From an optimization exercise on the open Yosys and OpenROAD flow, aimed at small area, a short achievable clock period and few clock cycles per item; shortcuts taken in it are not production practice.
No run shown here included a check of the RTL's function; only the layout flow was run.
No activity file was given, so power comes from the tool's default toggle rates.

--- run.sh ---
#!/bin/bash
# synth_recipe.tcl (not shown) runs the flow's synth.tcl, then flattens the netlist and writes it again
# the make line also repeats each setting of config.mk as NAME=value (left out here)
make -C /OpenROAD-flow-scripts/flow DESIGN_CONFIG=/design/flow/config.mk WORK_HOME=/design/flow/orfs CLKGATE_MAP_FILE= SYNTH_SCRIPT=/design/flow/synth_recipe.tcl finish
--- config.mk ---
export PLATFORM = sky130hd
export DESIGN_NAME = popcount256
export DESIGN_NICKNAME = popcount256
export VERILOG_FILES = /design/flow/design.v
export SDC_FILE = /design/flow/constraint.sdc
export NUM_CORES = 4
export LEC_CHECK = 0
export CAP_MARGIN = 20
export CORE_MARGIN = 2
export CORE_UTILIZATION = 40
export SLEW_MARGIN = 20
export SYNTH_HIERARCHICAL = 1
--- constraint.sdc ---
create_clock -name core_clock -period 9.5 [get_ports {clk_i}]
set_input_delay 1.9000 -clock core_clock [delete_from_list [all_inputs] [get_ports {clk_i}]]
set_output_delay 1.9000 -clock core_clock [all_outputs]
set_load 0.01 [all_outputs]
--- design.v ---
module popcount_pipe (
  input  logic         clk_i,
  input  logic [255:0] data_i,
  output logic [8:0]   count_o
);
  logic s0_1;
  logic c0_2;
  logic s0_3;
  logic c0_4;
  logic s0_5;
  logic c0_6;
  logic s0_7;
  logic c0_8;
  logic s0_9;
  logic c0_10;
  logic s0_11;
  logic c0_12;
  logic s0_13;
  logic c0_14;
  logic s0_15;
  logic c0_16;
  logic s0_17;
  logic c0_18;
  logic s0_19;
  logic c0_20;
  logic s0_21;
  logic c0_22;
  logic s0_23;
  logic c0_24;
  logic s0_25;
  logic c0_26;
  logic s0_27;
  logic c0_28;
  logic s0_29;
  logic c0_30;
  logic s0_31;
  logic c0_32;
  logic s0_33;
  logic c0_34;
  logic s0_35;
  logic c0_36;
  logic s0_37;
  logic c0_38;
  logic s0_39;
  logic c0_40;
  logic s0_41;
  logic c0_42;
  logic s0_43;
  logic c0_44;
  logic s0_45;
  logic c0_46;
  logic s0_47;
  logic c0_48;
  logic s0_49;
  logic c0_50;
  logic s0_51;
  logic c0_52;
  logic s0_53;
  logic c0_54;
  logic s0_55;
  logic c0_56;
  logic s0_57;
  logic c0_58;
  logic s0_59;
  logic c0_60;
  logic s0_61;
  logic c0_62;
  logic s0_63;
  logic c0_64;
  logic s0_65;
  logic c0_66;
  logic s0_67;
  logic c0_68;
  logic s0_69;
  logic c0_70;
  logic s0_71;
  logic c0_72;
  logic s0_73;
  logic c0_74;
  logic s0_75;
  logic c0_76;
  logic s0_77;
  logic c0_78;
  logic s0_79;
  logic c0_80;
  logic s0_81;
  logic c0_82;
  logic s0_83;
  logic c0_84;
  logic s0_85;
  logic c0_86;
  logic s0_87;
  logic c0_88;
  logic s0_89;
  logic c0_90;
  logic s0_91;
  logic c0_92;
  logic s0_93;
  logic c0_94;
  logic s0_95;
  logic c0_96;
  logic s0_97;
  logic c0_98;
  logic s0_99;
  logic c0_100;
  logic s0_101;
  logic c0_102;
  logic s0_103;
  logic c0_104;
  logic s0_105;
  logic c0_106;
  logic s0_107;
  logic c0_108;
  logic s0_109;
  logic c0_110;
  logic s0_111;
  logic c0_112;
  logic s0_113;
  logic c0_114;
  logic s0_115;
  logic c0_116;
  logic s0_117;
  logic c0_118;
  logic s0_119;
  logic c0_120;
  logic s0_121;
  logic c0_122;
  logic s0_123;
  logic c0_124;
  logic s0_125;
  logic c0_126;
  logic s0_127;
  logic c0_128;
  logic s0_129;
  logic c0_130;
  logic s0_131;
  logic c0_132;
  logic s0_133;
  logic c0_134;
  logic s0_135;
  logic c0_136;
  logic s0_137;
  logic c0_138;
  logic s0_139;
  logic c0_140;
  logic s0_141;
  logic c0_142;
  logic s0_143;
  logic c0_144;
  logic s0_145;
  logic c0_146;
  logic s0_147;
  logic c0_148;
  logic s0_149;
  logic c0_150;
  logic s0_151;
  logic c0_152;
  logic s0_153;
  logic c0_154;
  logic s0_155;
  logic c0_156;
  logic s0_157;
  logic c0_158;
  logic s0_159;
  logic c0_160;
  logic s0_161;
  logic c0_162;
  logic s0_163;
  logic c0_164;
  logic s0_165;
  logic c0_166;
  logic s0_167;
  logic c0_168;
  logic s0_169;
  logic c0_170;
  logic s0_171;
  logic c0_172;
  logic s0_173;
  logic c0_174;
  logic s0_175;
  logic c0_176;
  logic s0_177;
  logic c0_178;
  logic s0_179;
  logic c0_180;
  logic s0_181;
  logic c0_182;
  logic s0_183;
  logic c0_184;
  logic s0_185;
  logic c0_186;
  logic s0_187;
  logic c0_188;
  logic s0_189;
  logic c0_190;
  logic s0_191;
  logic c0_192;
  logic s0_193;
  logic c0_194;
  logic s0_195;
  logic c0_196;
  logic s0_197;
  logic c0_198;
  logic s0_199;
  logic c0_200;
  logic s0_201;
  logic c0_202;
  logic s0_203;
  logic c0_204;
  logic s0_205;
  logic c0_206;
  logic s0_207;
  logic c0_208;
  logic s0_209;
  logic c0_210;
  logic s0_211;
  logic c0_212;
  logic s0_213;
  logic c0_214;
  logic s0_215;
  logic c0_216;
  logic s0_217;
  logic c0_218;
  logic s0_219;
  logic c0_220;
  logic s0_221;
  logic c0_222;
  logic s0_223;
  logic c0_224;
  logic s0_225;
  logic c0_226;
  logic s0_227;
  logic c0_228;
  logic s0_229;
  logic c0_230;
  logic s0_231;
  logic c0_232;
  logic s0_233;
  logic c0_234;
  logic s0_235;
  logic c0_236;
  logic s0_237;
  logic c0_238;
  logic s0_239;
  logic c0_240;
  logic s0_241;
  logic c0_242;
  logic s0_243;
  logic c0_244;
  logic s0_245;
  logic c0_246;
  logic s0_247;
  logic c0_248;
  logic s0_249;
  logic c0_250;
  logic s0_251;
  logic c0_252;
  logic s0_253;
  logic c0_254;
  logic s0_255;
  logic c0_256;
  logic s0_257;
  logic c0_258;
  logic s0_259;
  logic c0_260;
  logic s0_261;
  logic c0_262;
  logic s0_263;
  logic c0_264;
  logic s0_265;
  logic c0_266;
  logic s0_267;
  logic c0_268;
  logic s0_269;
  logic c0_270;
  logic s0_271;
  logic c0_272;
  logic s0_273;
  logic c0_274;
  logic s0_275;
  logic c0_276;
  logic s0_277;
  logic c0_278;
  logic s0_279;
  logic c0_280;
  logic s0_281;
  logic c0_282;
  logic [114:0] p0_q;
  logic s1_283;
  logic c1_284;
  logic s1_285;
  logic c1_286;
  logic s1_287;
  logic c1_288;
  logic s1_289;
  logic c1_290;
  logic s1_291;
  logic c1_292;
  logic s1_293;
  logic c1_294;
  logic s1_295;
  logic c1_296;
  logic s1_297;
  logic c1_298;
  logic s1_299;
  logic c1_300;
  logic s1_301;
  logic c1_302;
  logic s1_303;
  logic c1_304;
  logic s1_305;
  logic c1_306;
  logic s1_307;
  logic c1_308;
  logic s1_309;
  logic c1_310;
  logic s1_311;
  logic c1_312;
  logic s1_313;
  logic c1_314;
  logic s1_315;
  logic c1_316;
  logic s1_317;
  logic c1_318;
  logic s1_319;
  logic c1_320;
  logic s1_321;
  logic c1_322;
  logic s1_323;
  logic c1_324;
  logic s1_325;
  logic c1_326;
  logic s1_327;
  logic c1_328;
  logic s1_329;
  logic c1_330;
  logic s1_331;
  logic c1_332;
  logic s1_333;
  logic c1_334;
  logic s1_335;
  logic c1_336;
  logic s1_337;
  logic c1_338;
  logic s1_339;
  logic c1_340;
  logic s1_341;
  logic c1_342;
  logic s1_343;
  logic c1_344;
  logic s1_345;
  logic c1_346;
  logic s1_347;
  logic c1_348;
  logic s1_349;
  logic c1_350;
  logic s1_351;
  logic c1_352;
  logic s1_353;
  logic c1_354;
  logic s1_355;
  logic c1_356;
  logic s1_357;
  logic c1_358;
  logic s1_359;
  logic c1_360;
  logic s1_361;
  logic c1_362;
  logic s1_363;
  logic c1_364;
  logic s1_365;
  logic c1_366;
  logic s1_367;
  logic c1_368;
  logic s1_369;
  logic c1_370;
  logic s1_371;
  logic c1_372;
  logic s1_373;
  logic c1_374;
  logic s1_375;
  logic c1_376;
  logic s1_377;
  logic c1_378;
  logic s1_379;
  logic c1_380;
  logic s1_381;
  logic c1_382;
  logic s1_383;
  logic c1_384;
  logic s1_385;
  logic c1_386;
  logic s1_387;
  logic c1_388;
  logic s1_389;
  logic c1_390;
  logic s1_391;
  logic c1_392;
  logic s1_393;
  logic c1_394;
  logic s1_395;
  logic c1_396;
  logic s1_397;
  logic c1_398;
  logic s1_399;
  logic c1_400;
  logic s1_401;
  logic c1_402;
  logic s1_403;
  logic c1_404;
  logic s1_405;
  logic c1_406;
  logic s1_407;
  logic c1_408;
  logic s1_409;
  logic c1_410;
  logic s1_411;
  logic c1_412;
  logic s1_413;
  logic c1_414;
  logic s1_415;
  logic c1_416;
  logic s1_417;
  logic c1_418;
  logic s1_419;
  logic c1_420;
  logic s1_421;
  logic c1_422;
  logic s1_423;
  logic c1_424;
  logic s1_425;
  logic c1_426;
  logic s1_427;
  logic c1_428;
  logic s1_429;
  logic c1_430;
  logic s1_431;
  logic c1_432;
  logic s1_433;
  logic c1_434;
  logic s1_435;
  logic c1_436;
  logic s1_437;
  logic c1_438;
  logic s1_439;
  logic c1_440;
  logic s1_441;
  logic c1_442;
  logic s1_443;
  logic c1_444;
  logic s1_445;
  logic c1_446;
  logic s1_447;
  logic c1_448;
  logic s1_449;
  logic c1_450;
  logic s1_451;
  logic c1_452;
  logic s1_453;
  logic c1_454;
  logic s1_455;
  logic c1_456;
  logic s1_457;
  logic c1_458;
  logic s1_459;
  logic c1_460;
  logic s1_461;
  logic c1_462;
  logic s1_463;
  logic c1_464;
  logic s1_465;
  logic c1_466;
  logic s1_467;
  logic c1_468;
  logic [21:0] p1_q;
  logic s2_469;
  logic c2_470;
  logic s2_471;
  logic c2_472;
  logic s2_473;
  logic c2_474;
  logic s2_475;
  logic c2_476;
  logic s2_477;
  logic c2_478;
  logic s2_479;
  logic c2_480;
  logic s2_481;
  logic c2_482;
  logic s2_483;
  logic c2_484;
  logic s2_485;
  logic c2_486;
  logic s2_487;
  logic c2_488;
  logic s2_489;
  logic c2_490;
  logic s2_491;
  logic c2_492;
  logic [9:0] p2_q;
  logic s3_493;
  logic c3_494;
  logic [8:0] row_a, row_b;
  fa u_fa2 (.a(data_i[0]), .b(data_i[100]), .c(data_i[101]), .s(s0_1), .co(c0_2));
  fa u_fa4 (.a(data_i[102]), .b(data_i[103]), .c(data_i[104]), .s(s0_3), .co(c0_4));
  fa u_fa6 (.a(data_i[105]), .b(data_i[106]), .c(data_i[107]), .s(s0_5), .co(c0_6));
  fa u_fa8 (.a(data_i[108]), .b(data_i[109]), .c(data_i[10]), .s(s0_7), .co(c0_8));
  fa u_fa10 (.a(data_i[110]), .b(data_i[111]), .c(data_i[112]), .s(s0_9), .co(c0_10));
  fa u_fa12 (.a(data_i[113]), .b(data_i[114]), .c(data_i[115]), .s(s0_11), .co(c0_12));
  fa u_fa14 (.a(data_i[116]), .b(data_i[117]), .c(data_i[118]), .s(s0_13), .co(c0_14));
  fa u_fa16 (.a(data_i[119]), .b(data_i[11]), .c(data_i[120]), .s(s0_15), .co(c0_16));
  fa u_fa18 (.a(data_i[121]), .b(data_i[122]), .c(data_i[123]), .s(s0_17), .co(c0_18));
  fa u_fa20 (.a(data_i[124]), .b(data_i[125]), .c(data_i[126]), .s(s0_19), .co(c0_20));
  fa u_fa22 (.a(data_i[127]), .b(data_i[128]), .c(data_i[129]), .s(s0_21), .co(c0_22));
  fa u_fa24 (.a(data_i[12]), .b(data_i[130]), .c(data_i[131]), .s(s0_23), .co(c0_24));
  fa u_fa26 (.a(data_i[132]), .b(data_i[133]), .c(data_i[134]), .s(s0_25), .co(c0_26));
  fa u_fa28 (.a(data_i[135]), .b(data_i[136]), .c(data_i[137]), .s(s0_27), .co(c0_28));
  fa u_fa30 (.a(data_i[138]), .b(data_i[139]), .c(data_i[13]), .s(s0_29), .co(c0_30));
  fa u_fa32 (.a(data_i[140]), .b(data_i[141]), .c(data_i[142]), .s(s0_31), .co(c0_32));
  fa u_fa34 (.a(data_i[143]), .b(data_i[144]), .c(data_i[145]), .s(s0_33), .co(c0_34));
  fa u_fa36 (.a(data_i[146]), .b(data_i[147]), .c(data_i[148]), .s(s0_35), .co(c0_36));
  fa u_fa38 (.a(data_i[149]), .b(data_i[14]), .c(data_i[150]), .s(s0_37), .co(c0_38));
  fa u_fa40 (.a(data_i[151]), .b(data_i[152]), .c(data_i[153]), .s(s0_39), .co(c0_40));
  fa u_fa42 (.a(data_i[154]), .b(data_i[155]), .c(data_i[156]), .s(s0_41), .co(c0_42));
  fa u_fa44 (.a(data_i[157]), .b(data_i[158]), .c(data_i[159]), .s(s0_43), .co(c0_44));
  fa u_fa46 (.a(data_i[15]), .b(data_i[160]), .c(data_i[161]), .s(s0_45), .co(c0_46));
  fa u_fa48 (.a(data_i[162]), .b(data_i[163]), .c(data_i[164]), .s(s0_47), .co(c0_48));
  fa u_fa50 (.a(data_i[165]), .b(data_i[166]), .c(data_i[167]), .s(s0_49), .co(c0_50));
  fa u_fa52 (.a(data_i[168]), .b(data_i[169]), .c(data_i[16]), .s(s0_51), .co(c0_52));
  fa u_fa54 (.a(data_i[170]), .b(data_i[171]), .c(data_i[172]), .s(s0_53), .co(c0_54));
  fa u_fa56 (.a(data_i[173]), .b(data_i[174]), .c(data_i[175]), .s(s0_55), .co(c0_56));
  fa u_fa58 (.a(data_i[176]), .b(data_i[177]), .c(data_i[178]), .s(s0_57), .co(c0_58));
  fa u_fa60 (.a(data_i[179]), .b(data_i[17]), .c(data_i[180]), .s(s0_59), .co(c0_60));
  fa u_fa62 (.a(data_i[181]), .b(data_i[182]), .c(data_i[183]), .s(s0_61), .co(c0_62));
  fa u_fa64 (.a(data_i[184]), .b(data_i[185]), .c(data_i[186]), .s(s0_63), .co(c0_64));
  fa u_fa66 (.a(data_i[187]), .b(data_i[188]), .c(data_i[189]), .s(s0_65), .co(c0_66));
  fa u_fa68 (.a(data_i[18]), .b(data_i[190]), .c(data_i[191]), .s(s0_67), .co(c0_68));
  fa u_fa70 (.a(data_i[192]), .b(data_i[193]), .c(data_i[194]), .s(s0_69), .co(c0_70));
  fa u_fa72 (.a(data_i[195]), .b(data_i[196]), .c(data_i[197]), .s(s0_71), .co(c0_72));
  fa u_fa74 (.a(data_i[198]), .b(data_i[199]), .c(data_i[19]), .s(s0_73), .co(c0_74));
  fa u_fa76 (.a(data_i[1]), .b(data_i[200]), .c(data_i[201]), .s(s0_75), .co(c0_76));
  fa u_fa78 (.a(data_i[202]), .b(data_i[203]), .c(data_i[204]), .s(s0_77), .co(c0_78));
  fa u_fa80 (.a(data_i[205]), .b(data_i[206]), .c(data_i[207]), .s(s0_79), .co(c0_80));
  fa u_fa82 (.a(data_i[208]), .b(data_i[209]), .c(data_i[20]), .s(s0_81), .co(c0_82));
  fa u_fa84 (.a(data_i[210]), .b(data_i[211]), .c(data_i[212]), .s(s0_83), .co(c0_84));
  fa u_fa86 (.a(data_i[213]), .b(data_i[214]), .c(data_i[215]), .s(s0_85), .co(c0_86));
  fa u_fa88 (.a(data_i[216]), .b(data_i[217]), .c(data_i[218]), .s(s0_87), .co(c0_88));
  fa u_fa90 (.a(data_i[219]), .b(data_i[21]), .c(data_i[220]), .s(s0_89), .co(c0_90));
  fa u_fa92 (.a(data_i[221]), .b(data_i[222]), .c(data_i[223]), .s(s0_91), .co(c0_92));
  fa u_fa94 (.a(data_i[224]), .b(data_i[225]), .c(data_i[226]), .s(s0_93), .co(c0_94));
  fa u_fa96 (.a(data_i[227]), .b(data_i[228]), .c(data_i[229]), .s(s0_95), .co(c0_96));
  fa u_fa98 (.a(data_i[22]), .b(data_i[230]), .c(data_i[231]), .s(s0_97), .co(c0_98));
  fa u_fa100 (.a(data_i[232]), .b(data_i[233]), .c(data_i[234]), .s(s0_99), .co(c0_100));
  fa u_fa102 (.a(data_i[235]), .b(data_i[236]), .c(data_i[237]), .s(s0_101), .co(c0_102));
  fa u_fa104 (.a(data_i[238]), .b(data_i[239]), .c(data_i[23]), .s(s0_103), .co(c0_104));
  fa u_fa106 (.a(data_i[240]), .b(data_i[241]), .c(data_i[242]), .s(s0_105), .co(c0_106));
  fa u_fa108 (.a(data_i[243]), .b(data_i[244]), .c(data_i[245]), .s(s0_107), .co(c0_108));
  fa u_fa110 (.a(data_i[246]), .b(data_i[247]), .c(data_i[248]), .s(s0_109), .co(c0_110));
  fa u_fa112 (.a(data_i[249]), .b(data_i[24]), .c(data_i[250]), .s(s0_111), .co(c0_112));
  fa u_fa114 (.a(data_i[251]), .b(data_i[252]), .c(data_i[253]), .s(s0_113), .co(c0_114));
  fa u_fa116 (.a(data_i[254]), .b(data_i[255]), .c(data_i[25]), .s(s0_115), .co(c0_116));
  fa u_fa118 (.a(data_i[26]), .b(data_i[27]), .c(data_i[28]), .s(s0_117), .co(c0_118));
  fa u_fa120 (.a(data_i[29]), .b(data_i[2]), .c(data_i[30]), .s(s0_119), .co(c0_120));
  fa u_fa122 (.a(data_i[31]), .b(data_i[32]), .c(data_i[33]), .s(s0_121), .co(c0_122));
  fa u_fa124 (.a(data_i[34]), .b(data_i[35]), .c(data_i[36]), .s(s0_123), .co(c0_124));
  fa u_fa126 (.a(data_i[37]), .b(data_i[38]), .c(data_i[39]), .s(s0_125), .co(c0_126));
  fa u_fa128 (.a(data_i[3]), .b(data_i[40]), .c(data_i[41]), .s(s0_127), .co(c0_128));
  fa u_fa130 (.a(data_i[42]), .b(data_i[43]), .c(data_i[44]), .s(s0_129), .co(c0_130));
  fa u_fa132 (.a(data_i[45]), .b(data_i[46]), .c(data_i[47]), .s(s0_131), .co(c0_132));
  fa u_fa134 (.a(data_i[48]), .b(data_i[49]), .c(data_i[4]), .s(s0_133), .co(c0_134));
  fa u_fa136 (.a(data_i[50]), .b(data_i[51]), .c(data_i[52]), .s(s0_135), .co(c0_136));
  fa u_fa138 (.a(data_i[53]), .b(data_i[54]), .c(data_i[55]), .s(s0_137), .co(c0_138));
  fa u_fa140 (.a(data_i[56]), .b(data_i[57]), .c(data_i[58]), .s(s0_139), .co(c0_140));
  fa u_fa142 (.a(data_i[59]), .b(data_i[5]), .c(data_i[60]), .s(s0_141), .co(c0_142));
  fa u_fa144 (.a(data_i[61]), .b(data_i[62]), .c(data_i[63]), .s(s0_143), .co(c0_144));
  fa u_fa146 (.a(data_i[64]), .b(data_i[65]), .c(data_i[66]), .s(s0_145), .co(c0_146));
  fa u_fa148 (.a(data_i[67]), .b(data_i[68]), .c(data_i[69]), .s(s0_147), .co(c0_148));
  fa u_fa150 (.a(data_i[6]), .b(data_i[70]), .c(data_i[71]), .s(s0_149), .co(c0_150));
  fa u_fa152 (.a(data_i[72]), .b(data_i[73]), .c(data_i[74]), .s(s0_151), .co(c0_152));
  fa u_fa154 (.a(data_i[75]), .b(data_i[76]), .c(data_i[77]), .s(s0_153), .co(c0_154));
  fa u_fa156 (.a(data_i[78]), .b(data_i[79]), .c(data_i[7]), .s(s0_155), .co(c0_156));
  fa u_fa158 (.a(data_i[80]), .b(data_i[81]), .c(data_i[82]), .s(s0_157), .co(c0_158));
  fa u_fa160 (.a(data_i[83]), .b(data_i[84]), .c(data_i[85]), .s(s0_159), .co(c0_160));
  fa u_fa162 (.a(data_i[86]), .b(data_i[87]), .c(data_i[88]), .s(s0_161), .co(c0_162));
  fa u_fa164 (.a(data_i[89]), .b(data_i[8]), .c(data_i[90]), .s(s0_163), .co(c0_164));
  fa u_fa166 (.a(data_i[91]), .b(data_i[92]), .c(data_i[93]), .s(s0_165), .co(c0_166));
  fa u_fa168 (.a(data_i[94]), .b(data_i[95]), .c(data_i[96]), .s(s0_167), .co(c0_168));
  fa u_fa170 (.a(data_i[97]), .b(data_i[98]), .c(data_i[99]), .s(s0_169), .co(c0_170));
  fa u_fa172 (.a(data_i[9]), .b(s0_1), .c(s0_101), .s(s0_171), .co(c0_172));
  fa u_fa174 (.a(s0_103), .b(s0_105), .c(s0_107), .s(s0_173), .co(c0_174));
  fa u_fa176 (.a(s0_109), .b(s0_11), .c(s0_111), .s(s0_175), .co(c0_176));
  fa u_fa178 (.a(s0_113), .b(s0_115), .c(s0_117), .s(s0_177), .co(c0_178));
  fa u_fa180 (.a(s0_119), .b(s0_121), .c(s0_123), .s(s0_179), .co(c0_180));
  fa u_fa182 (.a(s0_125), .b(s0_127), .c(s0_129), .s(s0_181), .co(c0_182));
  fa u_fa184 (.a(s0_13), .b(s0_131), .c(s0_133), .s(s0_183), .co(c0_184));
  fa u_fa186 (.a(s0_135), .b(s0_137), .c(s0_139), .s(s0_185), .co(c0_186));
  fa u_fa188 (.a(s0_141), .b(s0_143), .c(s0_145), .s(s0_187), .co(c0_188));
  fa u_fa190 (.a(s0_147), .b(s0_149), .c(s0_15), .s(s0_189), .co(c0_190));
  fa u_fa192 (.a(s0_151), .b(s0_153), .c(s0_155), .s(s0_191), .co(c0_192));
  fa u_fa194 (.a(s0_157), .b(s0_159), .c(s0_161), .s(s0_193), .co(c0_194));
  fa u_fa196 (.a(s0_163), .b(s0_165), .c(s0_167), .s(s0_195), .co(c0_196));
  fa u_fa198 (.a(s0_169), .b(s0_17), .c(s0_19), .s(s0_197), .co(c0_198));
  fa u_fa200 (.a(s0_21), .b(s0_23), .c(s0_25), .s(s0_199), .co(c0_200));
  fa u_fa202 (.a(s0_27), .b(s0_29), .c(s0_3), .s(s0_201), .co(c0_202));
  fa u_fa204 (.a(s0_31), .b(s0_33), .c(s0_35), .s(s0_203), .co(c0_204));
  fa u_fa206 (.a(s0_37), .b(s0_39), .c(s0_41), .s(s0_205), .co(c0_206));
  fa u_fa208 (.a(s0_43), .b(s0_45), .c(s0_47), .s(s0_207), .co(c0_208));
  fa u_fa210 (.a(s0_49), .b(s0_5), .c(s0_51), .s(s0_209), .co(c0_210));
  fa u_fa212 (.a(s0_53), .b(s0_55), .c(s0_57), .s(s0_211), .co(c0_212));
  fa u_fa214 (.a(s0_59), .b(s0_61), .c(s0_63), .s(s0_213), .co(c0_214));
  fa u_fa216 (.a(s0_65), .b(s0_67), .c(s0_69), .s(s0_215), .co(c0_216));
  fa u_fa218 (.a(s0_7), .b(s0_71), .c(s0_73), .s(s0_217), .co(c0_218));
  fa u_fa220 (.a(s0_75), .b(s0_77), .c(s0_79), .s(s0_219), .co(c0_220));
  fa u_fa222 (.a(s0_81), .b(s0_83), .c(s0_85), .s(s0_221), .co(c0_222));
  fa u_fa224 (.a(s0_87), .b(s0_89), .c(s0_9), .s(s0_223), .co(c0_224));
  fa u_fa226 (.a(s0_91), .b(s0_93), .c(s0_95), .s(s0_225), .co(c0_226));
  fa u_fa228 (.a(c0_10), .b(c0_100), .c(c0_102), .s(s0_227), .co(c0_228));
  fa u_fa230 (.a(c0_104), .b(c0_106), .c(c0_108), .s(s0_229), .co(c0_230));
  fa u_fa232 (.a(c0_110), .b(c0_112), .c(c0_114), .s(s0_231), .co(c0_232));
  fa u_fa234 (.a(c0_116), .b(c0_118), .c(c0_12), .s(s0_233), .co(c0_234));
  fa u_fa236 (.a(c0_120), .b(c0_122), .c(c0_124), .s(s0_235), .co(c0_236));
  fa u_fa238 (.a(c0_126), .b(c0_128), .c(c0_130), .s(s0_237), .co(c0_238));
  fa u_fa240 (.a(c0_132), .b(c0_134), .c(c0_136), .s(s0_239), .co(c0_240));
  fa u_fa242 (.a(c0_138), .b(c0_14), .c(c0_140), .s(s0_241), .co(c0_242));
  fa u_fa244 (.a(c0_142), .b(c0_144), .c(c0_146), .s(s0_243), .co(c0_244));
  fa u_fa246 (.a(c0_148), .b(c0_150), .c(c0_152), .s(s0_245), .co(c0_246));
  fa u_fa248 (.a(c0_154), .b(c0_156), .c(c0_158), .s(s0_247), .co(c0_248));
  fa u_fa250 (.a(c0_16), .b(c0_160), .c(c0_162), .s(s0_249), .co(c0_250));
  fa u_fa252 (.a(c0_164), .b(c0_166), .c(c0_168), .s(s0_251), .co(c0_252));
  fa u_fa254 (.a(c0_170), .b(c0_18), .c(c0_2), .s(s0_253), .co(c0_254));
  fa u_fa256 (.a(c0_20), .b(c0_22), .c(c0_24), .s(s0_255), .co(c0_256));
  fa u_fa258 (.a(c0_26), .b(c0_28), .c(c0_30), .s(s0_257), .co(c0_258));
  fa u_fa260 (.a(c0_32), .b(c0_34), .c(c0_36), .s(s0_259), .co(c0_260));
  fa u_fa262 (.a(c0_38), .b(c0_4), .c(c0_40), .s(s0_261), .co(c0_262));
  fa u_fa264 (.a(c0_42), .b(c0_44), .c(c0_46), .s(s0_263), .co(c0_264));
  fa u_fa266 (.a(c0_48), .b(c0_50), .c(c0_52), .s(s0_265), .co(c0_266));
  fa u_fa268 (.a(c0_54), .b(c0_56), .c(c0_58), .s(s0_267), .co(c0_268));
  fa u_fa270 (.a(c0_6), .b(c0_60), .c(c0_62), .s(s0_269), .co(c0_270));
  fa u_fa272 (.a(c0_64), .b(c0_66), .c(c0_68), .s(s0_271), .co(c0_272));
  fa u_fa274 (.a(c0_70), .b(c0_72), .c(c0_74), .s(s0_273), .co(c0_274));
  fa u_fa276 (.a(c0_76), .b(c0_78), .c(c0_8), .s(s0_275), .co(c0_276));
  fa u_fa278 (.a(c0_80), .b(c0_82), .c(c0_84), .s(s0_277), .co(c0_278));
  fa u_fa280 (.a(c0_86), .b(c0_88), .c(c0_90), .s(s0_279), .co(c0_280));
  fa u_fa282 (.a(c0_92), .b(c0_94), .c(c0_96), .s(s0_281), .co(c0_282));
  fa u_fa284 (.a(p0_q[0]), .b(p0_q[10]), .c(p0_q[11]), .s(s1_283), .co(c1_284));
  fa u_fa286 (.a(p0_q[12]), .b(p0_q[13]), .c(p0_q[14]), .s(s1_285), .co(c1_286));
  fa u_fa288 (.a(p0_q[15]), .b(p0_q[16]), .c(p0_q[17]), .s(s1_287), .co(c1_288));
  fa u_fa290 (.a(p0_q[18]), .b(p0_q[19]), .c(p0_q[1]), .s(s1_289), .co(c1_290));
  fa u_fa292 (.a(p0_q[20]), .b(p0_q[21]), .c(p0_q[22]), .s(s1_291), .co(c1_292));
  fa u_fa294 (.a(p0_q[23]), .b(p0_q[24]), .c(p0_q[25]), .s(s1_293), .co(c1_294));
  fa u_fa296 (.a(p0_q[26]), .b(p0_q[27]), .c(p0_q[28]), .s(s1_295), .co(c1_296));
  fa u_fa298 (.a(p0_q[29]), .b(p0_q[2]), .c(p0_q[3]), .s(s1_297), .co(c1_298));
  fa u_fa300 (.a(p0_q[4]), .b(p0_q[5]), .c(p0_q[6]), .s(s1_299), .co(c1_300));
  fa u_fa302 (.a(p0_q[7]), .b(p0_q[8]), .c(p0_q[9]), .s(s1_301), .co(c1_302));
  fa u_fa304 (.a(s1_283), .b(s1_285), .c(s1_287), .s(s1_303), .co(c1_304));
  fa u_fa306 (.a(s1_289), .b(s1_291), .c(s1_293), .s(s1_305), .co(c1_306));
  fa u_fa308 (.a(s1_295), .b(s1_297), .c(s1_299), .s(s1_307), .co(c1_308));
  fa u_fa310 (.a(s1_301), .b(s1_303), .c(s1_305), .s(s1_309), .co(c1_310));
  fa u_fa312 (.a(p0_q[30]), .b(p0_q[31]), .c(p0_q[32]), .s(s1_311), .co(c1_312));
  fa u_fa314 (.a(p0_q[33]), .b(p0_q[34]), .c(p0_q[35]), .s(s1_313), .co(c1_314));
  fa u_fa316 (.a(p0_q[36]), .b(p0_q[37]), .c(p0_q[38]), .s(s1_315), .co(c1_316));
  fa u_fa318 (.a(p0_q[39]), .b(p0_q[40]), .c(p0_q[41]), .s(s1_317), .co(c1_318));
  fa u_fa320 (.a(p0_q[42]), .b(p0_q[43]), .c(p0_q[44]), .s(s1_319), .co(c1_320));
  fa u_fa322 (.a(p0_q[45]), .b(p0_q[46]), .c(p0_q[47]), .s(s1_321), .co(c1_322));
  fa u_fa324 (.a(p0_q[48]), .b(p0_q[49]), .c(p0_q[50]), .s(s1_323), .co(c1_324));
  fa u_fa326 (.a(p0_q[51]), .b(p0_q[52]), .c(p0_q[53]), .s(s1_325), .co(c1_326));
  fa u_fa328 (.a(p0_q[54]), .b(p0_q[55]), .c(p0_q[56]), .s(s1_327), .co(c1_328));
  fa u_fa330 (.a(p0_q[57]), .b(p0_q[58]), .c(p0_q[59]), .s(s1_329), .co(c1_330));
  fa u_fa332 (.a(p0_q[60]), .b(p0_q[61]), .c(p0_q[62]), .s(s1_331), .co(c1_332));
  fa u_fa334 (.a(p0_q[63]), .b(p0_q[64]), .c(p0_q[65]), .s(s1_333), .co(c1_334));
  fa u_fa336 (.a(p0_q[66]), .b(p0_q[67]), .c(p0_q[68]), .s(s1_335), .co(c1_336));
  fa u_fa338 (.a(p0_q[69]), .b(p0_q[70]), .c(p0_q[71]), .s(s1_337), .co(c1_338));
  fa u_fa340 (.a(p0_q[72]), .b(p0_q[73]), .c(p0_q[74]), .s(s1_339), .co(c1_340));
  fa u_fa342 (.a(p0_q[75]), .b(p0_q[76]), .c(p0_q[77]), .s(s1_341), .co(c1_342));
  fa u_fa344 (.a(p0_q[78]), .b(p0_q[79]), .c(p0_q[80]), .s(s1_343), .co(c1_344));
  fa u_fa346 (.a(p0_q[81]), .b(p0_q[82]), .c(p0_q[83]), .s(s1_345), .co(c1_346));
  fa u_fa348 (.a(p0_q[84]), .b(p0_q[85]), .c(p0_q[86]), .s(s1_347), .co(c1_348));
  fa u_fa350 (.a(c1_284), .b(c1_286), .c(c1_288), .s(s1_349), .co(c1_350));
  fa u_fa352 (.a(c1_290), .b(c1_292), .c(c1_294), .s(s1_351), .co(c1_352));
  fa u_fa354 (.a(c1_296), .b(c1_298), .c(c1_300), .s(s1_353), .co(c1_354));
  fa u_fa356 (.a(c1_302), .b(s1_311), .c(s1_313), .s(s1_355), .co(c1_356));
  fa u_fa358 (.a(s1_315), .b(s1_317), .c(s1_319), .s(s1_357), .co(c1_358));
  fa u_fa360 (.a(s1_321), .b(s1_323), .c(s1_325), .s(s1_359), .co(c1_360));
  fa u_fa362 (.a(s1_327), .b(s1_329), .c(s1_331), .s(s1_361), .co(c1_362));
  fa u_fa364 (.a(s1_333), .b(s1_335), .c(s1_337), .s(s1_363), .co(c1_364));
  fa u_fa366 (.a(s1_339), .b(s1_341), .c(s1_343), .s(s1_365), .co(c1_366));
  fa u_fa368 (.a(s1_345), .b(s1_347), .c(c1_304), .s(s1_367), .co(c1_368));
  fa u_fa370 (.a(c1_306), .b(c1_308), .c(s1_349), .s(s1_369), .co(c1_370));
  fa u_fa372 (.a(s1_351), .b(s1_353), .c(s1_355), .s(s1_371), .co(c1_372));
  fa u_fa374 (.a(s1_357), .b(s1_359), .c(s1_361), .s(s1_373), .co(c1_374));
  fa u_fa376 (.a(s1_363), .b(s1_365), .c(c1_310), .s(s1_375), .co(c1_376));
  fa u_fa378 (.a(s1_367), .b(s1_369), .c(s1_371), .s(s1_377), .co(c1_378));
  fa u_fa380 (.a(p0_q[100]), .b(p0_q[101]), .c(p0_q[102]), .s(s1_379), .co(c1_380));
  fa u_fa382 (.a(p0_q[103]), .b(p0_q[104]), .c(p0_q[105]), .s(s1_381), .co(c1_382));
  fa u_fa384 (.a(p0_q[106]), .b(p0_q[107]), .c(p0_q[108]), .s(s1_383), .co(c1_384));
  fa u_fa386 (.a(p0_q[109]), .b(p0_q[110]), .c(p0_q[111]), .s(s1_385), .co(c1_386));
  fa u_fa388 (.a(p0_q[112]), .b(p0_q[113]), .c(p0_q[114]), .s(s1_387), .co(c1_388));
  fa u_fa390 (.a(p0_q[87]), .b(p0_q[88]), .c(p0_q[89]), .s(s1_389), .co(c1_390));
  fa u_fa392 (.a(p0_q[90]), .b(p0_q[91]), .c(p0_q[92]), .s(s1_391), .co(c1_392));
  fa u_fa394 (.a(p0_q[93]), .b(p0_q[94]), .c(p0_q[95]), .s(s1_393), .co(c1_394));
  fa u_fa396 (.a(p0_q[96]), .b(p0_q[97]), .c(p0_q[98]), .s(s1_395), .co(c1_396));
  fa u_fa398 (.a(p0_q[99]), .b(c1_312), .c(c1_314), .s(s1_397), .co(c1_398));
  fa u_fa400 (.a(c1_316), .b(c1_318), .c(c1_320), .s(s1_399), .co(c1_400));
  fa u_fa402 (.a(c1_322), .b(c1_324), .c(c1_326), .s(s1_401), .co(c1_402));
  fa u_fa404 (.a(c1_328), .b(c1_330), .c(c1_332), .s(s1_403), .co(c1_404));
  fa u_fa406 (.a(c1_334), .b(c1_336), .c(c1_338), .s(s1_405), .co(c1_406));
  fa u_fa408 (.a(c1_340), .b(c1_342), .c(c1_344), .s(s1_407), .co(c1_408));
  fa u_fa410 (.a(c1_346), .b(c1_348), .c(s1_379), .s(s1_409), .co(c1_410));
  fa u_fa412 (.a(s1_381), .b(s1_383), .c(s1_385), .s(s1_411), .co(c1_412));
  fa u_fa414 (.a(s1_387), .b(s1_389), .c(s1_391), .s(s1_413), .co(c1_414));
  fa u_fa416 (.a(s1_393), .b(s1_395), .c(c1_350), .s(s1_415), .co(c1_416));
  fa u_fa418 (.a(c1_352), .b(c1_354), .c(c1_356), .s(s1_417), .co(c1_418));
  fa u_fa420 (.a(c1_358), .b(c1_360), .c(c1_362), .s(s1_419), .co(c1_420));
  fa u_fa422 (.a(c1_364), .b(c1_366), .c(s1_397), .s(s1_421), .co(c1_422));
  fa u_fa424 (.a(s1_399), .b(s1_401), .c(s1_403), .s(s1_423), .co(c1_424));
  fa u_fa426 (.a(s1_405), .b(s1_407), .c(s1_409), .s(s1_425), .co(c1_426));
  fa u_fa428 (.a(s1_411), .b(s1_413), .c(c1_368), .s(s1_427), .co(c1_428));
  fa u_fa430 (.a(c1_370), .b(s1_415), .c(c1_372), .s(s1_429), .co(c1_430));
  fa u_fa432 (.a(c1_374), .b(s1_417), .c(s1_419), .s(s1_431), .co(c1_432));
  fa u_fa434 (.a(s1_421), .b(s1_423), .c(s1_425), .s(s1_433), .co(c1_434));
  fa u_fa436 (.a(c1_376), .b(s1_427), .c(c1_378), .s(s1_435), .co(c1_436));
  fa u_fa438 (.a(c1_380), .b(c1_382), .c(c1_384), .s(s1_437), .co(c1_438));
  fa u_fa440 (.a(c1_386), .b(c1_388), .c(c1_390), .s(s1_439), .co(c1_440));
  fa u_fa442 (.a(c1_392), .b(c1_394), .c(c1_396), .s(s1_441), .co(c1_442));
  fa u_fa444 (.a(c1_398), .b(c1_400), .c(c1_402), .s(s1_443), .co(c1_444));
  fa u_fa446 (.a(c1_404), .b(c1_406), .c(c1_408), .s(s1_445), .co(c1_446));
  fa u_fa448 (.a(c1_410), .b(c1_412), .c(c1_414), .s(s1_447), .co(c1_448));
  fa u_fa450 (.a(s1_437), .b(s1_439), .c(s1_441), .s(s1_449), .co(c1_450));
  fa u_fa452 (.a(c1_416), .b(c1_418), .c(c1_420), .s(s1_451), .co(c1_452));
  fa u_fa454 (.a(c1_422), .b(c1_424), .c(s1_443), .s(s1_453), .co(c1_454));
  fa u_fa456 (.a(s1_445), .b(c1_426), .c(s1_447), .s(s1_455), .co(c1_456));
  fa u_fa458 (.a(s1_449), .b(c1_428), .c(c1_430), .s(s1_457), .co(c1_458));
  fa u_fa460 (.a(c1_432), .b(s1_451), .c(s1_453), .s(s1_459), .co(c1_460));
  fa u_fa462 (.a(c1_438), .b(c1_440), .c(c1_442), .s(s1_461), .co(c1_462));
  fa u_fa464 (.a(c1_444), .b(c1_446), .c(c1_448), .s(s1_463), .co(c1_464));
  fa u_fa466 (.a(c1_450), .b(s1_461), .c(c1_452), .s(s1_465), .co(c1_466));
  fa u_fa468 (.a(c1_454), .b(c1_456), .c(s1_463), .s(s1_467), .co(c1_468));
  fa u_fa470 (.a(p1_q[2]), .b(p1_q[3]), .c(p1_q[4]), .s(s2_469), .co(c2_470));
  fa u_fa472 (.a(p1_q[5]), .b(p1_q[6]), .c(p1_q[7]), .s(s2_471), .co(c2_472));
  fa u_fa474 (.a(p1_q[8]), .b(c2_470), .c(s2_471), .s(s2_473), .co(c2_474));
  fa u_fa476 (.a(p1_q[10]), .b(p1_q[11]), .c(p1_q[12]), .s(s2_475), .co(c2_476));
  fa u_fa478 (.a(p1_q[13]), .b(p1_q[9]), .c(c2_472), .s(s2_477), .co(c2_478));
  fa u_fa480 (.a(s2_475), .b(c2_474), .c(s2_477), .s(s2_479), .co(c2_480));
  fa u_fa482 (.a(p1_q[14]), .b(p1_q[15]), .c(p1_q[16]), .s(s2_481), .co(c2_482));
  fa u_fa484 (.a(p1_q[17]), .b(c2_476), .c(s2_481), .s(s2_483), .co(c2_484));
  fa u_fa486 (.a(c2_478), .b(s2_483), .c(c2_480), .s(s2_485), .co(c2_486));
  fa u_fa488 (.a(p1_q[18]), .b(p1_q[19]), .c(p1_q[20]), .s(s2_487), .co(c2_488));
  fa u_fa490 (.a(p1_q[21]), .b(c2_482), .c(s2_487), .s(s2_489), .co(c2_490));
  fa u_fa492 (.a(c2_484), .b(s2_489), .c(c2_486), .s(s2_491), .co(c2_492));
  fa u_fa494 (.a(p2_q[7]), .b(p2_q[8]), .c(p2_q[9]), .s(s3_493), .co(c3_494));
  assign row_a = {1'b0, c3_494, s3_493, p2_q[6], p2_q[5], p2_q[4], p2_q[3], p2_q[2], p2_q[0]};
  assign row_b = {1'b0, 1'b0, 1'b0, 1'b0, 1'b0, 1'b0, 1'b0, 1'b0, p2_q[1]};
  assign count_o = row_a + row_b;
  always_ff @(posedge clk_i) begin
    p0_q[0] <= s0_97;
    p0_q[1] <= s0_99;
    p0_q[2] <= s0_171;
    p0_q[3] <= s0_173;
    p0_q[4] <= s0_175;
    p0_q[5] <= s0_177;
    p0_q[6] <= s0_179;
    p0_q[7] <= s0_181;
    p0_q[8] <= s0_183;
    p0_q[9] <= s0_185;
    p0_q[10] <= s0_187;
    p0_q[11] <= s0_189;
    p0_q[12] <= s0_191;
    p0_q[13] <= s0_193;
    p0_q[14] <= s0_195;
    p0_q[15] <= s0_197;
    p0_q[16] <= s0_199;
    p0_q[17] <= s0_201;
    p0_q[18] <= s0_203;
    p0_q[19] <= s0_205;
    p0_q[20] <= s0_207;
    p0_q[21] <= s0_209;
    p0_q[22] <= s0_211;
    p0_q[23] <= s0_213;
    p0_q[24] <= s0_215;
    p0_q[25] <= s0_217;
    p0_q[26] <= s0_219;
    p0_q[27] <= s0_221;
    p0_q[28] <= s0_223;
    p0_q[29] <= s0_225;
    p0_q[30] <= c0_98;
    p0_q[31] <= c0_172;
    p0_q[32] <= c0_174;
    p0_q[33] <= c0_176;
    p0_q[34] <= c0_178;
    p0_q[35] <= c0_180;
    p0_q[36] <= c0_182;
    p0_q[37] <= c0_184;
    p0_q[38] <= c0_186;
    p0_q[39] <= c0_188;
    p0_q[40] <= c0_190;
    p0_q[41] <= c0_192;
    p0_q[42] <= c0_194;
    p0_q[43] <= c0_196;
    p0_q[44] <= c0_198;
    p0_q[45] <= c0_200;
    p0_q[46] <= c0_202;
    p0_q[47] <= c0_204;
    p0_q[48] <= c0_206;
    p0_q[49] <= c0_208;
    p0_q[50] <= c0_210;
    p0_q[51] <= c0_212;
    p0_q[52] <= c0_214;
    p0_q[53] <= c0_216;
    p0_q[54] <= c0_218;
    p0_q[55] <= c0_220;
    p0_q[56] <= c0_222;
    p0_q[57] <= c0_224;
    p0_q[58] <= c0_226;
    p0_q[59] <= s0_227;
    p0_q[60] <= s0_229;
    p0_q[61] <= s0_231;
    p0_q[62] <= s0_233;
    p0_q[63] <= s0_235;
    p0_q[64] <= s0_237;
    p0_q[65] <= s0_239;
    p0_q[66] <= s0_241;
    p0_q[67] <= s0_243;
    p0_q[68] <= s0_245;
    p0_q[69] <= s0_247;
    p0_q[70] <= s0_249;
    p0_q[71] <= s0_251;
    p0_q[72] <= s0_253;
    p0_q[73] <= s0_255;
    p0_q[74] <= s0_257;
    p0_q[75] <= s0_259;
    p0_q[76] <= s0_261;
    p0_q[77] <= s0_263;
    p0_q[78] <= s0_265;
    p0_q[79] <= s0_267;
    p0_q[80] <= s0_269;
    p0_q[81] <= s0_271;
    p0_q[82] <= s0_273;
    p0_q[83] <= s0_275;
    p0_q[84] <= s0_277;
    p0_q[85] <= s0_279;
    p0_q[86] <= s0_281;
    p0_q[87] <= c0_228;
    p0_q[88] <= c0_230;
    p0_q[89] <= c0_232;
    p0_q[90] <= c0_234;
    p0_q[91] <= c0_236;
    p0_q[92] <= c0_238;
    p0_q[93] <= c0_240;
    p0_q[94] <= c0_242;
    p0_q[95] <= c0_244;
    p0_q[96] <= c0_246;
    p0_q[97] <= c0_248;
    p0_q[98] <= c0_250;
    p0_q[99] <= c0_252;
    p0_q[100] <= c0_254;
    p0_q[101] <= c0_256;
    p0_q[102] <= c0_258;
    p0_q[103] <= c0_260;
    p0_q[104] <= c0_262;
    p0_q[105] <= c0_264;
    p0_q[106] <= c0_266;
    p0_q[107] <= c0_268;
    p0_q[108] <= c0_270;
    p0_q[109] <= c0_272;
    p0_q[110] <= c0_274;
    p0_q[111] <= c0_276;
    p0_q[112] <= c0_278;
    p0_q[113] <= c0_280;
    p0_q[114] <= c0_282;
  end
  always_ff @(posedge clk_i) begin
    p1_q[0] <= s1_307;
    p1_q[1] <= s1_309;
    p1_q[2] <= s1_373;
    p1_q[3] <= s1_375;
    p1_q[4] <= s1_377;
    p1_q[5] <= s1_429;
    p1_q[6] <= s1_431;
    p1_q[7] <= s1_433;
    p1_q[8] <= s1_435;
    p1_q[9] <= c1_434;
    p1_q[10] <= s1_455;
    p1_q[11] <= s1_457;
    p1_q[12] <= s1_459;
    p1_q[13] <= c1_436;
    p1_q[14] <= c1_458;
    p1_q[15] <= c1_460;
    p1_q[16] <= s1_465;
    p1_q[17] <= s1_467;
    p1_q[18] <= c1_462;
    p1_q[19] <= c1_464;
    p1_q[20] <= c1_466;
    p1_q[21] <= c1_468;
  end
  always_ff @(posedge clk_i) begin
    p2_q[0] <= p1_q[0];
    p2_q[1] <= p1_q[1];
    p2_q[2] <= s2_469;
    p2_q[3] <= s2_473;
    p2_q[4] <= s2_479;
    p2_q[5] <= s2_485;
    p2_q[6] <= s2_491;
    p2_q[7] <= c2_488;
    p2_q[8] <= c2_490;
    p2_q[9] <= c2_492;
  end
endmodule
module fa (
  input  logic a, b, c,
  output logic s, co
);
  assign s  = a ^ b ^ c;
  assign co = (a & b) | (c & (a ^ b));
endmodule
module popcount256 (
  input  logic         clk_i,
  input  logic         rst_ni,
  input  logic         valid_i,
  input  logic [255:0] data_i,
  output logic         valid_o,
  output logic [8:0]   popcount_o
);
  localparam int unsigned Latency = 4;
  logic [8:0] count;
  popcount_pipe u_popcount (
    .clk_i  (clk_i),
    .data_i (data_i),
    .count_o(count)
  );
  logic [Latency-1:0] valid_q;
  always_ff @(posedge clk_i or negedge rst_ni) begin
    if (!rst_ni) begin
      valid_q <= '0;
    end else begin
      valid_q <= {valid_q[Latency-2:0], valid_i};
    end
  end
  assign valid_o = valid_q[Latency-1];
  always_ff @(posedge clk_i) begin
    popcount_o <= count;
  end
endmodule
==> summary.md, run 1 <==
| Metric | Value |
|---|---|
| Rows | 52 |
| Final hold vios | 0 |
| Final worst slack | 6.25 ns |
| Total gr overflow | 0 |
| Sequential share of the synthesized area | between 30% and 40% |
| Worst relative slew slack | 82.8% |
| Drt drc | 0 |
| DP HPWL | 16.5 mm |
| Total number of vias | 4,280 |
| ANT nets after route | 0 |
| Synth top area cells | fa_1 60%, dfxtp_1 38%, dfrtp_1 1.2% |
| Number of CTS-inserted buffers | 17 |
| Combinational power share | around 53% |
| Leak pwr | around 4.6 nW |
| Most Crowded Layer GR | met2 |
| Worst-Margin Slew | 0.257 ns |
| Gpl congestion | 0.760 |
| Final WL | 17.9 mm |
| CTS tree | yes |
| Max cap viols | 0 |
| Sw Ratio | 36.8% |
| Total GRT Usage | a little under a fifth |
| WL/cell | 18.0 microns |
| P&R area growth vs syn | 44.2% |
| Crit path capture type | register |
| Io pins | around 270 |
| Starting Density | between 40% and 50% |
| Total power | a little under 4 mW |
| Max FO, Critical Path | 1 |
| Hold bufs inserted after CTS | 0 |
| Final number of setup-violating endpoints | 0 |
| Share of the synthesized area in the top cell type | 59.6% |
| Met3 Track Usage GR | 4.51% |
| Initial antenna violation count | 0 |
| Met1 Use GR | a little over a fifth |
| Peak supply drop | 0.000192 V |
| Worst slack at placement | 5.78 ns |
| YS warnings | 8 |
| Syn Std Cell Area | 8290 sq um |
| Met2 GRT Util | 33.1% |
| Commonest non-fill, non-tap cell in the layout | clkdlybuf4s50_1 |
| Crit path capture | u_popcount.p0_q[2] |
| Die area | 21,900 sq um |
| Antenna Cells | 0 |
| Worst min path class | reg2reg |
| Buffers on Ports | 268 |
| DR pass1 iterations | 3 |
| Slew Viols, Final | 0 |
| Setup_tns | 0 ns |
| Number of global-route vias before repair | between 5,000 and 6,000 |
| Largest net degree at the start of global routing | 17 |
| Worst Setup Start Kind | input port |
| Clock group share of total power | 18.7% |
| Switching pwr | 1.43 mW |
| 1st-iter DRT viols | 73 |
| Final Skew | 0.00982 ns |
| Most frequent cells in the layout | 268 x clkdlybuf4s50_1, 247 x fa_1, 156 x dfxtp_1 |
| Status | timing/DRC/antenna clean |
| Reg power frac | between 20% and 30% |
| R2r worst-path depth | 5 |
| R2R Path Start | u_popcount.p0_q[45] |
| Clk latency of the worst-skew pair | 0.42 ns |
| Clock buffer depth | 2 |
| Syn avg cell area | 19.6 sq um |
| Fin nets | 1,219 |
| Area of the core | 20,300 sq um |
| Clock Root Buffer | clkbuf_16 |
| # clock sinks | 160 |
| # fillers | 1,592 |
| CP arrival | ~3.5 ns |
| RSZ-0062 raised after global routing | no |
| Die Wd | 148 microns |
| R2R Path End | u_popcount.p1_q[12] |
| Setup Buffers After CTS | 0 |
| Via density | 4.31 |
| Max Clk Rate | a little over 300 MHz |
| Power Dens Cells | 325 nW/um^2 |
| FF+latch count, synth | 160 |
| Tmin final | 3.25 ns |
| Cells after Synth | about 420 |
| First-pass GRT wire length | just under 30 mm |
| Launch point of the worst path | data_i[0] |
| H-tree depth | 4 |
| Int Pwr | 2.46 mW |
| Count of cell types in the netlist | 12 |
| Post-Syn Nets | 932 |
| Worst Path Class, Setup | in2reg |
| FF-to-FF setup slack | 6.56 ns |
| Required @ worst endpoint | 9.79 ns |
| Layout cell share with drive strength beyond 1 | ~4.4% |
| Clk slew on worst S/H paths | 0.06 ns |
| Post-synth top area cell | fa_1 |
| Final Cycle Share | 34.2% |
| Post-cts resize count | 0 |
| Die Height | 148 microns |
==> logic make-up after synthesis <==
logic type | synth area share [%]
xor gates and xnor gates | 0.634
adders and majority gates | 59.9
DFF | 38.9
and+or+nand+nor | 0.573
==> how the worst min path moves through the flow <==
| stage | startpoint | end | slack [ns] | cells past startpoint |
|---|---|---|---|---|
| 4_1_cts | u_popcount.p1_q[0] | u_popcount.p2_q[0] | 0.34 | 0 |
| 6_report | u_popcount.p1_q[0] | u_popcount.p2_q[0] | 0.33 | 0 |
| 3_5_place_dp | u_popcount.p1_q[1] | u_popcount.p2_q[1] | 0.31 | 0 |
| 2_1_floorplan | u_popcount.p1_q[0] | u_popcount.p2_q[0] | 0.31 | 0 |
| 5_1_grt | u_popcount.p1_q[0] | u_popcount.p2_q[0] | 0.34 | 0 |
| 3_3_place_gp | u_popcount.p1_q[1] | u_popcount.p2_q[1] | 0.32 | 0 |
==> layer usage <==
layer | routed length, microns | share of wire [%]
met1 | 6800 | 38
met2 | 10200 | 57
met3 | 823 | 4.6
met4 | 121 | 0.67
met5 | 0 | 0
==> Yosys stat by module, one instance, submodules excluded <==
module,cell area [sq um],cells,times used
popcount256,280,13,1
popcount_pipe,3070,164,1
fa,20.0,1,247
==> registers in the layout, indices dropped and copies added (netlist names) <==
register         cells
valid_q              4
popcount_o           9
u_popcount.p1_q     22
u_popcount.p0_q    115
u_popcount.p2_q     10
==> power by group through the flow <==
stage                     clock network [mW]  logic, mW  registers [mW]
after floorplan                            0       1.29            1.09
after global placement                     0       2.03            1.11
after detailed placement                   0       2.10            1.12
after CTS                              0.743       2.12            1.11
after global routing                   0.774       2.41            1.13
final                                  0.728       2.06            1.10
==> final cells by class <==
cell class                      instances  area [sq um]  share of cell area (%)
Clock inverter                         12           170                    1.42
Sequential cell                       160          3220                    26.9
Clock buffer                           20           478                    4.00
Timing Repair Buffer                  268          2680                    22.4
Multi-Input combinational cell        264          5070                    42.4
Tap cell                              270           338                    2.82
==> cells in the mapped netlist <==
master   number
fa_1        247
dfxtp_1     156
xnor2_1       5
dfrtp_1       4
nand3_1       3
ha_1          2
nand2_1       2
and3_1        1
and4_1        1
nand4_1       1
nor2_1        1
xor2_1        1
==> stage by stage <==
step | instances | utilization [%] | instance area, sq um | hold slack (ns)
detailed placement | 962 | 55.7 | 11300 | 0.314
global placement | 962 | 55.7 | 11300 | 0.316
CTS | 994 | 58.9 | 12000 | 0.335
finish | 994 | 58.9 | 12000 | 0.332
global route | 994 | 58.9 | 12000 | 0.339
floorplan | 424 | - | 8290 | 0.310
==> critical path, cell delays in order <==
cell	delay, ns
clkdlybuf4s50_1	0.45
fa_1	0.70
fa_1	0.47
==> run 2: changes to the inputs <==
--- a/config.mk
+++ b/config.mk
@@ -7,6 +7,6 @@
 export LEC_CHECK = 0
 export CAP_MARGIN = 20
 export CORE_MARGIN = 2
-export CORE_UTILIZATION = 40
+export CORE_UTILIZATION = 65
 export SLEW_MARGIN = 20
 export SYNTH_HIERARCHICAL = 1
==> run 2 against run 1 <==
Compared with the run above:
- the flow now stops in clock tree synthesis (4_1_cts)
- synthesized cell count stayed put
- synthesized area stayed put
==> summary.md, run 2 <==
| Metric | Value |
|---|---|
| Post-cts resize count | 0 (unchanged) |
| DP HPWL | 18.9 mm (+14%) |
| Cells after Synth | 424 (unchanged) |
| Post-synthesis async set-or-reset flop share | 2.50% (unchanged) |
| YS warnings | 8 (unchanged) |
| # clock sinks | 160 (unchanged) |
| Die Height | 117 microns (-21%) |
| Syn Std Cell Area | 8290 sq um (unchanged) |
| Placed instance area | 11,200 sq um (-1.1%) |
| Clock buffer depth | 2 (unchanged) |
| Io pins | 269 (unchanged) |
| Number of synthesized flops with an enable pin | 0 (unchanged) |
| Share of the synthesized area in the top cell type | 59.6% (unchanged) |
| Syn avg cell area | 19.6 sq um (unchanged) |
| Most common cell in the netlist | fa_1 |
| Starting Density | 66.3% (+25 points) |
| Count of cell types in the netlist | 12 (unchanged) |
| Post-synth top area cell | fa_1 |
| Post-Syn Nets | 932 (unchanged) |
| Number of CTS-inserted buffers | 17 (unchanged) |
| Synth top area cells | fa_1 60%, dfxtp_1 38%, dfrtp_1 1.2% |
| Buffers on Ports | 268 (unchanged) |
| Clock Root Buffer | clkbuf_16 |
| Die Wd | 117 microns (-21%) |
| FF+latch count, synth | 160 (unchanged) |
| Stop stage | clock tree synthesis (4_1_cts) |
| Rows | 41 (-21%) |
| Main synth FF type | dfxtp_1 |
| Status | aborted with a tool error |
| Setup Buffers After CTS | 0 (unchanged) |
| Error msg | [ERROR DPL-0033] detailed placement checks failed during check placement. |
| H-tree depth | 4 (unchanged) |
| Hold bufs inserted after CTS | 0 (unchanged) |
| Gpl congestion | 0.834 (+9.7%) |
| Sequential share of the synthesized area | 38.9% (unchanged) |
| Synth top cells by count | 247 x fa_1, 156 x dfxtp_1, 5 x xnor2_1 |
run 2: cell counts after synthesis:
Identical to the previous run, type by type.
run 2: how the worst max path moves through the flow:
stage	from	depth (start not counted)	end	slack [ns]
after global placement	data_i[0]	3	u_popcount.p0_q[2]	5.89
after detailed placement	data_i[0]	3	u_popcount.p0_q[2]	5.88
after floorplan	data_i[59]	2	u_popcount.p0_q[10]	6.51
run 2: logic make-up after synthesis:
| group | synth area share, % |
|---|---|
| AND/OR/NAND/NOR | 0.573 |
| flip-flops | 38.9 |
| adder cells (fa/ha/maj) | 59.9 |
| XOR/XNOR | 0.634 |
run 2: power by group through the flow:
stage	registers, mW	logic, mW	clock network, mW
detailed placement	1.13	2.17	0
floorplan	1.09	1.29	0
global placement	1.11	1.92	0
run 2: metrics by stage:
step           cells  setup WS (ns)
2_1_floorplan    424           6.51
3_3_place_gp     864           5.89
3_5_place_dp     864           5.88
run 2: modules after synthesis, one instance, submodules excluded:
module,flip-flops and latches,cells inside
popcount_pipe,147,164
popcount256,13,13
fa,0,1
==> run 3: changes to the inputs <==
--- a/config.mk
+++ b/config.mk
@@ -7,6 +7,8 @@
 export LEC_CHECK = 0
 export CAP_MARGIN = 20
 export CORE_MARGIN = 2
-export CORE_UTILIZATION = 65
+export CORE_UTILIZATION = 55
+export CTS_BUF_LIST = sky130_fd_sc_hd__clkbuf_8
+export CTS_CLUSTER_SIZE = 24
 export SLEW_MARGIN = 20
 export SYNTH_HIERARCHICAL = 1
==> run 3 against run 2 <==
Compared with the run above:
- synthesized cell count is the same
- synthesized area is the same
- now clean on timing, DRC and antenna
==> summary.md, run 3 <==
| Metric | Value |
|---|---|
| Status | timing/DRC/antenna clean |
| Slowest CP cell | clkdlybuf4s50_1 |
| Top flop regs | u_popcount.p0_q: 115 flops, u_popcount.p1_q: 22 flops, u_popcount.p2_q: 10 flops |
| Buffers on Ports | 268 (unchanged) |
| RSZ-0062 raised after global routing | no |
| Cells after Synth | 424 (unchanged) |
| # fillers | 777 |
| Leak pwr | 4.52 nW |
| Largest net degree at the start of global routing | 17 |
| Share of the synthesized area in the top cell type | 59.6% (unchanged) |
| Total number of vias | 4,310 |
| Clk slew on worst S/H paths | 0.08 ns |
| Final hold vios | 0 |
| Worst relative slew slack | 84.1% |
| P&R area growth vs syn | 41.2% |
| Post-Synth Adder-Cell Area | 59.9% (unchanged) |
| CTS tree | yes |
| Synth top area cells | fa_1 60%, dfxtp_1 38%, dfrtp_1 1.2% |
| Hold bufs inserted after CTS | 0 (unchanged) |
| Max incr delay on CP | 0.53 ns |
| Post-cts resize count | 0 (unchanged) |
| H-tree depth | 4 (unchanged) |
| Max FFs per register | 115 |
| Peak supply drop | between 0.0003 and 0.0004 V |
| Syn avg cell area | 19.6 sq um (unchanged) |
| Mux share of post-synthesis cell area | 0% (unchanged) |
| Worst-Margin Slew | 0.239 ns |
| Total gr overflow | 0 |
| FF-to-FF setup slack | ~6.5 ns |
| Synth Area in Compound Gates | 0% (unchanged) |
| Starting Density | 56.6% (-9.6 points) |
| Most frequent cells in the layout | 268 x clkdlybuf4s50_1, 247 x fa_1, 156 x dfxtp_1 |
| ANT nets after route | 0 |
| CP arrival | 1.29 ns |
| FF+latch count, synth | 160 (unchanged) |
| Number of global-route vias before repair | 5,564 |
| Io pins | 269 (unchanged) |
| Worst Path Buf+Inv | 1 |
| Post-Syn Nets | 932 (unchanged) |
| YS warnings | 8 (unchanged) |
| Die Height | 127 microns (+8.4%) |
| Seq. cell area | 3220 sq um |
| Clock Root Buffer | clkbuf_8 |
| First-pass GRT wire length | 28.1 mm |
| Drt drc | 0 |
| Final WL | 17.2 mm |
| Final Hold Slack | 0.327 ns |
| Die area | 16,100 sq um |
| Worst path top cell family by delay | buffers and inverters |
| Sequential share of the synthesized area | 38.9% (unchanged) |
| DR pass1 iterations | 4 |
| Number of CTS-inserted buffers | 17 (unchanged) |
| Multi-input logic area | 5070 sq um |
| Setup_tns | 0 ns |
| Most common cell in the netlist | fa_1 |
| Fin nets | between 1,000 and 1,500 |
| Area of the core | 14,600 sq um |
| Max cap viols | 0 |
| Crit path capture type | output port |
| # clock sinks | 160 (unchanged) |
| Clk latency of the worst-skew pair | 0.44 ns |
| Worst min path class | reg2reg |
| Count of cell types in the netlist | 12 (unchanged) |
| Final number of setup-violating endpoints | 0 |
| Critical-path cell list | clkdlybuf4s50_1 |
| Max Clk Rate | ~310 MHz |
| Total GRT Usage | 24.1% |
| Number of synthesized flops with an enable pin | 0 (unchanged) |
| Commonest non-fill, non-tap cell in the layout | clkdlybuf4s50_1 |
| Synth top cells by count | 247 x fa_1, 156 x dfxtp_1, 5 x xnor2_1 |
| Required @ worst endpoint | roughly 7.6 ns |
| DP HPWL | 15.4 mm (-19%) |
| Power Dens Cells | 331 nW/um^2 |
| Top reg by flops | u_popcount.p0_q |
| 1st-iter DRT viols | 99 |
| Gpl congestion | 0.808 (-3.0%) |
| WL/cell | 19.0 microns |
| Tmin final | 3.19 ns |
| Final Skew | 0.00764 ns |
| Worst Setup Start Kind | register |
| Worst Path Class, Setup | reg2out |
| Layout cell share with drive strength beyond 1 | 4.01% |
| Max FO, Critical Path | 1 |
| Main synth FF type | dfxtp_1 |
| Antenna Cells | 0 |
| Synth Area in XOR/XNOR | 0.634% (unchanged) |
| Setup Buffers After CTS | 0 (unchanged) |
| Die Wd | 127 microns (+8.4%) |
| Main combinational cell family by area after synthesis | adder cells |
| Via density | 4.75 |
| Simple-Gate Fraction of Synth Area | 0.573% (unchanged) |
| Post-synth top area cell | fa_1 |
| Initial antenna violation count | 0 |
| Post-synthesis async set-or-reset flop share | 2.50% (unchanged) |
| Final Cycle Share | 33.6% |
| Slew Viols, Final | 0 |
| Clock buffer depth | 2 (unchanged) |
| Rows | 44 (+7.3%) |
| Syn Std Cell Area | 8290 sq um (unchanged) |
-- run 3: cell counts after synthesis --
Identical to the previous run, type by type.
-- run 3: cells by family after synthesis --
logic type | Yosys count
AND/OR/NAND/NOR | 9
adder cells (fa/ha/maj) | 249
XOR/XNOR | 6
flip-flops | 160
-- run 3: power breakdown --
group,switching [mW],internal (mW)
registers,0.127,0.974
logic,1.08,1.08
clock network,0.233,0.376
total,1.44,2.43
-- run 3: worst paths after layout --
| kind | start | endpoint | cells past startpoint |
|---|---|---|---|
| min | u_popcount.p1_q[1] | u_popcount.p2_q[1] | 0 |
| max in group asynchronous | rst_ni | valid_q[0] | 1 |
| min reg2reg | u_popcount.p1_q[1] | u_popcount.p2_q[1] | 0 |
| max | popcount_o[0] | popcount_o[0] | 1 |
| max reg2reg | u_popcount.p0_q[36] | u_popcount.p1_q[12] | 5 |
| min in group asynchronous | rst_ni | valid_q[3] | 1 |
-- run 3: cell type report --
| cell class | instances | share of cell area (%) |
|---|---|---|
| multi-input cells | 264 | 43.3 |
| flip-flops and latches | 160 | 27.5 |
| repair buffers | 268 | 22.9 |
| clock buffers | 19 | 2.23 |
| clock inverters | 12 | 2.04 |
| well taps | 184 | 1.97 |
-- run 3: per-layer routing --
layer  vias up  GRT usage, %  share of wire, %
li1       1869             -                 -
met1      2264          28.3                36
met2       157          44.8                57
met3        20          5.40               5.5
met4         0          6.85               1.7
met5         -             0                 0
-- run 3: stage by stage --
| stage | worst slack (ns) | instances | utilization (%) | total power, mW | cell area [sq um] |
|---|---|---|---|---|---|
| 6_report | 6.31 | 907 | 79.9 | 3.87 | 11700 |
| 5_1_grt | 6.23 | 907 | 79.9 | 4.21 | 11700 |
| 4_1_cts | 6.27 | 907 | 79.9 | 3.91 | 11700 |
| 3_5_place_dp | 5.86 | 876 | 76.5 | 3.23 | 11200 |
| 3_3_place_gp | 5.88 | 876 | 76.5 | 3.05 | 11200 |
| 2_1_floorplan | 6.51 | 424 | - | 2.39 | 8290 |
-- run 3: Yosys stat by module (local to each module, per instance) --
| module | area, sq um | flip-flops and latches | cells | copies in the design |
|---|---|---|---|---|
| popcount_pipe | 3070 | 147 | 164 | 1 |
| popcount256 | 280 | 13 | 13 | 1 |
| fa | 20.0 | 0 | 1 | 247 |

re-timing with driven ports:
No port has a modelled driver above. Below, the same layouts with a new extraction and two added sets of constraints.
Step 1, drivers: a clkbuf_16 drives clk_i and a buf_2 each remaining input, both assumed.
Step 2 also shifts input and output timing later by t, the mid clock arrival at the registers, as if the neighbouring blocks saw the same clock.
Three values: ideal, step 1, step 2; two values: the first two.
| run | t, ns | setup WS [ns] | worst register clock-pin slew, ns | worst slew at a driven data input, ns |
|---|---|---|---|---|
| run 1 | 0.457 | 6.252 / 6.272 / 5.815 | 0.06 / 0.06 | 0.06 |
| run 3 | 0.480 | 6.308 / 6.267 / 5.904 | 0.08 / 0.08 | 0.06 |
After both steps every run listed still meets setup and hold. For run 1, which loses most, drivers alone change the setup slack by +0.020 ns; drivers and shift together by -0.437 ns.
